Context: an optimization exercise on an open-source flow, tuned for small area, a short achievable clock period and few clock cycles. The choices shown serve that exercise and are no tape-out recipe.
At most, simulation tests tie the RTL to the original design; equivalence was not proved.
Power and IR drop assume default switching activity.

Setup of run A:
==> flow/design.v (excerpt) <==
module Processor #(parameter WIDTH = 32) (
    input  logic               i_clk,
    input  logic               i_reset,
    input  logic [WIDTH-1:0]   i_ReadData,
    output logic               o_memwrite,
    output logic [WIDTH-1:0]   o_WriteData,
    output logic [WIDTH-1:0]   o_Address);
Size: about 1900 cells after synthesis, roughly 390 flip-flops, roughly 99 I/O pins.
Settings: LEC_CHECK=0, CAP_MARGIN=20, CORE_MARGIN=2, CORE_UTILIZATION=40, SETUP_SLACK_MARGIN=3.9, SLEW_MARGIN=20, SYNTH_HIERARCHICAL=1, SYNTH_MINIMUM_KEEP_SIZE=0; clock period 7.0 ns.
run.sh (not shown) runs the stock make flow with config.mk's settings and CLKGATE_MAP_FILE= SYNTH_SCRIPT=/design/flow/synth_recipe.tcl, a recipe that flattens the netlist after the stock synthesis.
What run B does differently from run A at the input level:
Settings: a change of SETUP_SLACK_MARGIN from 3.9 to 4.2.
==> flow/flow/run.sh (new file) <==
#!/bin/bash
# The standard layout (the standard.sh, synthesis included, unchanged),
# except that the port buffers that buffer_ports inserts are buf_4 cells
# rather than the delay cells it picks by default.
set -euo pipefail
export BUFFER_PORTS_ARGS="-buffer_cell sky130_fd_sc_hd__buf_4"
bash standard.sh > standard.log 2>&1
==> flow/standard.sh (new file) <==
#!/bin/bash
# synth_recipe.tcl (not shown) runs the flow's synth.tcl, then flattens the netlist and writes it again
# the make line also repeats each setting of config.mk as NAME=value (left out here)
make -C /OpenROAD-flow-scripts/flow DESIGN_CONFIG=/design/flow/config.mk WORK_HOME=/design/flow/orfs CLKGATE_MAP_FILE= SYNTH_SCRIPT=/design/flow/synth_recipe.tcl "${@:-finish}"
removed: flow/run.sh
Results
Taking run A as the reference point, the buffer and inverter count on the worst path of run B rises by 1.
Portion of total power attributed to combinational logic came out higher on run B than on run A.
Clock group share of total power: run B < run A
Signal arrival time at the worst endpoint (lower): run B
Run B vs. run A: clock-pin slew reported for the worst setup and hold paths after clock tree synthesis held, share of layout cells above drive strength 1 climbed 11 points, number of sinks driven by the clock tree has remained practically unchanged, sequential share of cell area now sits lower, met1 routed wirelength after detailed routing higher.
Against run A, total power draw in run B rose by a few percent.
Placed wire-length estimate grows by a few percent when moving from run A to run B.
No run of this note included a check of the RTL's function; only the layout flow was run.

========
Another version of the RTL of Processor (not shown whole).
Size: roughly 1800 cells after synthesis, about 20000 µm² of cells after synthesis.
## Processor
module Processor #(parameter WIDTH = 32) (
    input  logic               i_clk,
    input  logic               i_reset,
    input  logic [WIDTH-1:0]   i_ReadData,
    output logic               o_memwrite,
    output logic [WIDTH-1:0]   o_WriteData,
    output logic [WIDTH-1:0]   o_Address);
==> flow/config.mk <==
export PLATFORM = sky130hd
export DESIGN_NAME = Processor
export DESIGN_NICKNAME = Processor
export VERILOG_FILES = /design/flow/design.v
export SDC_FILE = /design/flow/constraint.sdc
export NUM_CORES = 4
export LEC_CHECK = 0
export CAP_MARGIN = 20
export CORE_MARGIN = 2
export CORE_UTILIZATION = 40
export SETUP_SLACK_MARGIN = 3.9
export SLEW_MARGIN = 20
export SYNTH_HIERARCHICAL = 1
export SYNTH_MINIMUM_KEEP_SIZE = 0
==> flow/constraint.sdc <==
create_clock -name core_clock -period 7.0 [get_ports {i_clk}]
set_input_delay 1.4000 -clock core_clock [delete_from_list [all_inputs] [get_ports {i_clk}]]
set_output_delay 1.4000 -clock core_clock [all_outputs]
set_load 0.01 [all_outputs]
standard.sh (not shown) runs the stock make flow with config.mk's settings and CLKGATE_MAP_FILE= SYNTH_SCRIPT=/design/flow/synth_recipe.tcl, a recipe that flattens the netlist after the stock synthesis.
==> flow/flow/run.sh <==
#!/bin/bash
# The standard layout (the standard.sh, synthesis included, unchanged),
# except that the port buffers that buffer_ports inserts are buf_4 cells
# rather than the delay cells it picks by default.
set -euo pipefail
export BUFFER_PORTS_ARGS="-buffer_cell sky130_fd_sc_hd__buf_4"
bash standard.sh > standard.log 2>&1
Testbench counts at the start, summed over its fixed seeds: cycles 29,933.
Then changed:
- CORE_UTILIZATION: 40 -> 55
- PLACE_DENSITY: default -> 0.7
- SETUP_SLACK_MARGIN: 3.9 -> 4.1
Final cell count came out lower by 7.5%.
Area after synthesis is unchanged.
Cell area came out higher by 0.38%.
Via count came out higher by 1.3%.
Non-clock buffer count came out higher by 9.
Worst setup slack gets better by 0.063 ns.
Register-to-register slack gets better by 0.06 ns.
Synthesized cell count stays the same.
Combinational power came out higher by about 6%.
Die area came out lower by 27%.

========
Another version of the RTL of Processor (not shown whole).
Size: about 330 flip-flops, about 99 I/O pins.
==> flow/design.v (excerpt) <==
module Processor #(parameter WIDTH = 32) (
    input  logic               i_clk,
    input  logic               i_reset,
    input  logic [WIDTH-1:0]   i_ReadData,
    output logic               o_memwrite,
    output logic [WIDTH-1:0]   o_WriteData,
    output logic [WIDTH-1:0]   o_Address);
clock: 7.0 ns
lec_check: 0
cap_margin: 20
core_margin: 2
core_utilization: 40
slew_margin: 20
run.sh (not shown) runs the stock make flow with config.mk's settings and CLKGATE_MAP_FILE= SYNTH_SCRIPT=/design/flow/synth_recipe.tcl, a recipe that flattens the netlist after the stock synthesis.
Stock flow here: none of the scripts above is used.
==> next run, changes <==
--- a/flow/config.mk
+++ b/flow/config.mk
@@ -6,6 +6,8 @@
 export NUM_CORES = 4
 export LEC_CHECK = 0
+export ABC_CLOCK_PERIOD_IN_PS = 3500
 export CAP_MARGIN = 20
 export CORE_MARGIN = 2
 export CORE_UTILIZATION = 40
+export SETUP_SLACK_MARGIN = 3.0
 export SLEW_MARGIN = 20
- via count climbs by a few percent
- synthesized cell count does not change
- count of clock-buffer cells in the layout drops by 10
- routed wire length climbs by a few percent
- die area is unchanged
- sequential share of layout area drops by 1.9 points
- power climbs by a few percent
- first-iteration DRC count climbs by roughly a tenth
No run of this note included a check of the RTL's function; only the layout flow was run.

========
== rev 12 ==
The RTL this note starts from:
==> flow/design.v <==
module GP (
    input  logic a, b,
    output logic g, p);
    assign g = a & b;
    assign p = a ^ b;
endmodule
module GNode (
    input  logic gh, ph, gl,
    output logic g);
    assign g = gh | (ph & gl);
endmodule
module PGNode (
    input  logic gh, ph, gl, pl,
    output logic g, p);
    assign g = gh | (ph & gl);
    assign p = ph & pl;
endmodule
module Add32 (
    input  logic [31:0] a,
    input  logic [31:0] b,
    input  logic        cin,
    output logic [31:0] s);
    logic [31:0] g [0:5];
    logic [31:0] p [0:5];
    logic [31:0] g0, p0;
    genvar i, l;
    generate
        for (i = 0; i < 32; i++) begin : bit_gp
            GP gp (.a(a[i]), .b(b[i]), .g(g0[i]), .p(p0[i]));
        end
        GNode n0 (.gh(g0[0]), .ph(p0[0]), .gl(cin), .g(g[0][0]));
        assign p[0][0] = 1'b0;
        for (i = 1; i < 32; i++) begin : bit_in
            assign g[0][i] = g0[i];
            assign p[0][i] = p0[i];
        end
        for (l = 0; l < 5; l++) begin : lvl
            for (i = 0; i < 32; i++) begin : node
                if (((i >> l) & 1) == 0) begin : pass
                    assign g[l+1][i] = g[l][i];
                    assign p[l+1][i] = p[l][i];
                end else if (i < (2 << l)) begin : last
                    GNode n (.gh(g[l][i]), .ph(p[l][i]), .gl(g[l][((i >> l) << l) - 1]),
                             .g(g[l+1][i]));
                    assign p[l+1][i] = 1'b0;
                end else begin : mid
                    PGNode n (.gh(g[l][i]), .ph(p[l][i]), .gl(g[l][((i >> l) << l) - 1]),
                              .pl(p[l][((i >> l) << l) - 1]), .g(g[l+1][i]), .p(p[l+1][i]));
                end
            end
        end
    endgenerate
    assign s = p0 ^ {g[5][30:0], cin};
endmodule
module RdMux #(parameter WIDTH = 32) (
    input  logic [7:0]       sel,
    input  logic [WIDTH-1:0] f, r1, r2, r3, r4, r5, r6, r7,
    output logic [WIDTH-1:0] q);
    assign q = (f  & {WIDTH{sel[0]}}) | (r1 & {WIDTH{sel[1]}})
             | (r2 & {WIDTH{sel[2]}}) | (r3 & {WIDTH{sel[3]}})
             | (r4 & {WIDTH{sel[4]}}) | (r5 & {WIDTH{sel[5]}})
             | (r6 & {WIDTH{sel[6]}}) | (r7 & {WIDTH{sel[7]}});
endmodule
module Processor #(parameter WIDTH = 32) (
    input  logic               i_clk,
    input  logic               i_reset,
    input  logic [WIDTH-1:0]   i_ReadData,
    output logic               o_memwrite,
    output logic [WIDTH-1:0]   o_WriteData,
    output logic [WIDTH-1:0]   o_Address);
    logic [31:0] rf [1:7];
    logic [15:0] pc;         
    logic        m_ld, m_st, m;            
    logic [31:0] m_ea;                     
    logic [7:1]  m_we;                     
    logic        e_ld, e_st, e_bq;         
    logic        e_sub, e_and, e_or, e_slt;
    logic [7:1]  e_we;                     
    logic [7:1]  e_lw;                     
    logic [2:0]  e_rs, e_rt;
    logic [31:0] opA;
    logic [31:0] opB;                      
    logic [15:0] e_tgt;                    
    logic [31:0] sum;
    Add32 add_alu (.a(opA), .b(opB), .cin(e_sub), .s(sum));
    logic [31:0] res;
    always_comb begin
        if (e_and)      res = opA & opB;
        else if (e_or)  res = opA | opB;
        else if (e_slt) res = {31'd0, sum[31]};
        else            res = sum;
    end
    wire        e_taken = ~m & e_bq & (opA == opB);
    wire [31:0] ea = opA + {16'd0, e_tgt};
    wire [31:0] wd   = m ? i_ReadData : res;
    wire [7:1]  w_oh = m ? m_we : e_we;
    wire [31:0] ins   = i_ReadData;
    wire [5:0]  op    = ins[31:26];
    wire [5:0]  funct = ins[5:0];
    wire [15:0] imm   = ins[15:0];
    wire        f_v   = ~m & ~e_taken;
    wire        is_r  = (op == 6'h00);
    wire        is_lb = (op == 6'h20);
    wire        is_sb = (op == 6'h28);
    wire        is_bq = (op == 6'h04);
    wire        is_j  = (op == 6'h02);
    wire        re = m | e_st;
    wire [2:0]  ra = m ? e_rs : ins[23:21];
    wire [2:0]  rb = re ? e_rt : ins[18:16];
    logic [7:0] sel_a, sel_b;
    always_comb begin
        sel_a[0] = 1'b0;
        sel_b[0] = 1'b0;
        for (int i = 1; i < 8; i++) begin
            sel_a[i] = ~w_oh[i] & (ra == i[2:0]);
            sel_b[i] = ~w_oh[i] & (rb == i[2:0]);
            sel_a[0] = sel_a[0] | (w_oh[i] & (ra == i[2:0]));
            sel_b[0] = sel_b[0] | (w_oh[i] & (rb == i[2:0]));
        end
    end
    logic [31:0] a, b;
    RdMux rd_a (.sel(sel_a), .f(wd), .r1(rf[1]), .r2(rf[2]), .r3(rf[3]), .r4(rf[4]),
                .r5(rf[5]), .r6(rf[6]), .r7(rf[7]), .q(a));
    RdMux rd_b (.sel(sel_b), .f(wd), .r1(rf[1]), .r2(rf[2]), .r3(rf[3]), .r4(rf[4]),
                .r5(rf[5]), .r6(rf[6]), .r7(rf[7]), .q(b));
    wire f_sub = is_r & ((funct == 6'h22) | (funct == 6'h2A));
    wire n_sub = re ? (m & e_sub) : f_sub;
    wire [15:0] pc1 = pc + 16'd1;
    always_ff @(posedge i_clk) begin
        if (i_reset) begin
            e_ld <= 1'b0;
            e_st <= 1'b0;
            e_bq <= 1'b0;
            e_we <= 7'd0;
            e_lw <= 7'd0;
        end else if (!m) begin
            if (!f_v) begin
                e_ld <= 1'b0;
                e_st <= 1'b0;
                e_bq <= 1'b0;
                e_we <= 7'd0;
                e_lw <= 7'd0;
            end else begin
                e_ld <= is_lb;
                e_st <= is_sb;
                e_bq <= is_bq;
                for (int i = 1; i < 8; i++) begin
                    e_we[i] <= is_r & (ins[13:11] == i[2:0]);
                    e_lw[i] <= is_lb & (ins[18:16] == i[2:0]);
                end
            end
        end
    end
    always_ff @(posedge i_clk) begin
        opA <= a;
        opB <= b ^ {32{n_sub}};
        if (!m) begin
            e_sub <= f_sub;
            e_and <= is_r & (funct == 6'h24);
            e_or  <= is_r & (funct == 6'h25);
            e_slt <= is_r & (funct == 6'h2A);
            e_tgt <= (is_lb | is_sb) ? imm : pc1 + imm;
            e_rt  <= ins[18:16];
        end
    end
    always_ff @(posedge i_clk) begin
        if (i_reset || m) begin
            m_ld <= 1'b0;
            m_st <= 1'b0;
            m    <= 1'b0;
        end else begin
            m_ld <= e_ld;
            m_st <= e_st;
            m    <= e_ld | e_st;
        end
    end
    always_ff @(posedge i_clk) begin
        m_ea <= ea;
        m_we <= e_lw;
        e_rs <= ins[23:21];      
    end
    always_ff @(posedge i_clk) begin
        if (i_reset)      pc <= 16'd0;
        else if (e_taken) pc <= e_tgt;
        else if (m)       pc <= pc;
        else if (is_j)    pc <= imm;
        else              pc <= pc1;
    end
    always_ff @(posedge i_clk) begin
        for (int i = 1; i < 8; i++)
            if (w_oh[i]) rf[i] <= wd;
    end
    assign o_memwrite  = m_st;
    assign o_WriteData = opB;
    assign o_Address   = m ? m_ea : {16'd0, pc};
endmodule
Settings: LEC_CHECK=0, CAP_MARGIN=20, CORE_MARGIN=2, CORE_UTILIZATION=40, SETUP_SLACK_MARGIN=3.4, SLEW_MARGIN=20, SYNTH_HIERARCHICAL=1, SYNTH_MINIMUM_KEEP_SIZE=0; clock period 7.0 ns.
Modified inputs, rev 13 compared to rev 12
# rev 12
export LEC_CHECK = 0
export CAP_MARGIN = 20
export CORE_MARGIN = 2
export CORE_UTILIZATION = 40
export SETUP_SLACK_MARGIN = 3.4
export SLEW_MARGIN = 20
export SYNTH_HIERARCHICAL = 1
export SYNTH_MINIMUM_KEEP_SIZE = 0
create_clock -name core_clock -period 7.0 [get_ports {i_clk}]
# rev 13
export LEC_CHECK = 0
export CAP_MARGIN = 20
export CORE_MARGIN = 2
export CORE_UTILIZATION = 40
export SETUP_SLACK_MARGIN = 3.8
export SLEW_MARGIN = 20
export SYNTH_HIERARCHICAL = 1
export SYNTH_MINIMUM_KEEP_SIZE = 0
create_clock -name core_clock -period 7.0 [get_ports {i_clk}]
Findings:
In terms of cell area after placement, rev 13 and rev 12 differ only marginally.
Compared with rev 12, rev 13 shows a higher share of final-layout standard cells stronger than drive strength 1.
Taking rev 12 as the reference, in rev 13 cell count higher, global-route usage higher, number of ordinary and repair buffers in the finished layout higher, wire length of the first global-routing pass higher, worst hold margin roughly the same.
A most common cell after layout, fill and taps aside of edfxtp_1 is what rev 13 shows, while a22oi_1 belongs to rev 12.
[compare] base=rev 12 new=rev 13: number of global-route vias before repair rose by about 5%, total power rose by 1.5 mW, routed wire length rose by about 3%, final RePlAce weighted congestion rose by about 1%.
No run of this note included a check of the RTL's function; only the layout flow was run.

========
Processor with an RTL version that a note above also has.
Size: ~390 flip-flops, about 99 I/O pins, about 0.020 mm² of cells after synthesis.
==> flow/config.mk <==
export PLATFORM = sky130hd
export DESIGN_NAME = Processor
export DESIGN_NICKNAME = Processor
export VERILOG_FILES = /design/flow/design.v
export SDC_FILE = /design/flow/constraint.sdc
export NUM_CORES = 4
export LEC_CHECK = 0
export CAP_MARGIN = 20
export CORE_MARGIN = 2
export CORE_UTILIZATION = 40
export SETUP_SLACK_MARGIN = 4.2
export SLEW_MARGIN = 20
export SYNTH_HIERARCHICAL = 1
export SYNTH_MINIMUM_KEEP_SIZE = 0
==> flow/constraint.sdc <==
create_clock -name core_clock -period 7.0 [get_ports {i_clk}]
set_input_delay 1.4000 -clock core_clock [delete_from_list [all_inputs] [get_ports {i_clk}]]
set_output_delay 1.4000 -clock core_clock [all_outputs]
set_load 0.01 [all_outputs]
standard.sh (not shown) runs the stock make flow with config.mk's settings and CLKGATE_MAP_FILE= SYNTH_SCRIPT=/design/flow/synth_recipe.tcl, a recipe that flattens the netlist after the stock synthesis.
Scripts as last shown in full above: flow/flow/run.sh
Testbench counts at the start, summed over its fixed seeds: cycles 29,933.
Edit:
SETUP_SLACK_MARGIN = 4.1   (was 4.2)
=> Total power came out lower by 5.1%. Maximum frequency came out higher by 5.1%. Setup slack gets better by 0.15 ns. Non-clock buffer count came out lower by 17. Clock power came out lower by about 6%. Combinational power came out lower by 8.6%. Sequential power barely changes. Design area came out lower by 1.8%. Critical path depth came out lower by 1. Count of clock-buffer cells in the layout came out higher by 5.
Edit:
SETUP_SLACK_MARGIN = 4.3   (was 4.1)
After rerunning: Clock power goes up by about 8%; sequential power stays flat; final area is higher by 4.9%; worst setup slack got worse by 0.11 ns; die area does not change.

[afterwards: timing with drivers on the ports]
The flow's constraints put no driver on any port. The routed layouts listed below were extracted and timed again, unchanged, in two steps.
Step 1: set_driving_cell puts a clkbuf_16 on i_clk and a buf_2 on each other input, an assumption about the parent block.
Step 2 also shifts input and output timing later by t, the mid clock arrival at the registers, as if the neighbouring blocks saw the same clock.
a / b / c = ideal ports / drivers / drivers and shift; a / b = the first two.
run | shift t [ns] | slack for setup (ns) | hold slack, ns | worst register clock-pin slew, ns
run A | 0.641 | 3.811 / 3.749 / 3.305 | 0.349 / 0.349 / 0.349 | 0.07 / 0.07
run B | 0.641 | 3.955 / 3.890 / 3.640 | 0.353 / 0.353 / 0.353 | 0.07 / 0.07
the first run of note 2 | 0.633 | 3.908 / 3.908 / 3.393 | 0.355 / 0.355 / 0.355 | 0.06 / 0.06
the second run of note 2 | 0.625 | 3.971 / 3.971 / 3.502 | 0.352 / 0.352 / 0.352 | 0.06 / 0.06
the first run of note 3 | 0.601 | 0.766 / 0.713 / 1.314 | 0.471 / 0.471 / 0.471 | 0.07 / 0.07
the second run of note 3 | 0.617 | 1.823 / 1.762 / 2.379 | 0.482 / 0.482 / 0.482 | 0.06 / 0.06
rev 12 | 0.619 | 3.464 / 3.461 / 2.909 | 0.354 / 0.354 / 0.354 | 0.06 / 0.06
rev 13 | 0.617 | 3.554 / 3.554 / 3.121 | 0.352 / 0.352 / 0.352 | 0.07 / 0.07
the first run of note 5 | 0.634 | 3.930 / 3.930 / 3.563 | 0.352 / 0.352 / 0.352 | 0.07 / 0.07
the second run of note 5 | 0.630 | 4.079 / 4.079 / 3.453 | 0.352 / 0.352 / 0.352 | 0.06 / 0.06
the third run of note 5 | 0.641 | 3.966 / 3.966 / 3.516 | 0.349 / 0.349 / 0.349 | 0.07 / 0.07
After both steps every run listed still meets setup and hold. The setup slack of the second run of note 5, which loses most, moves by 0.000 ns with the drivers and by -0.626 ns with both steps.
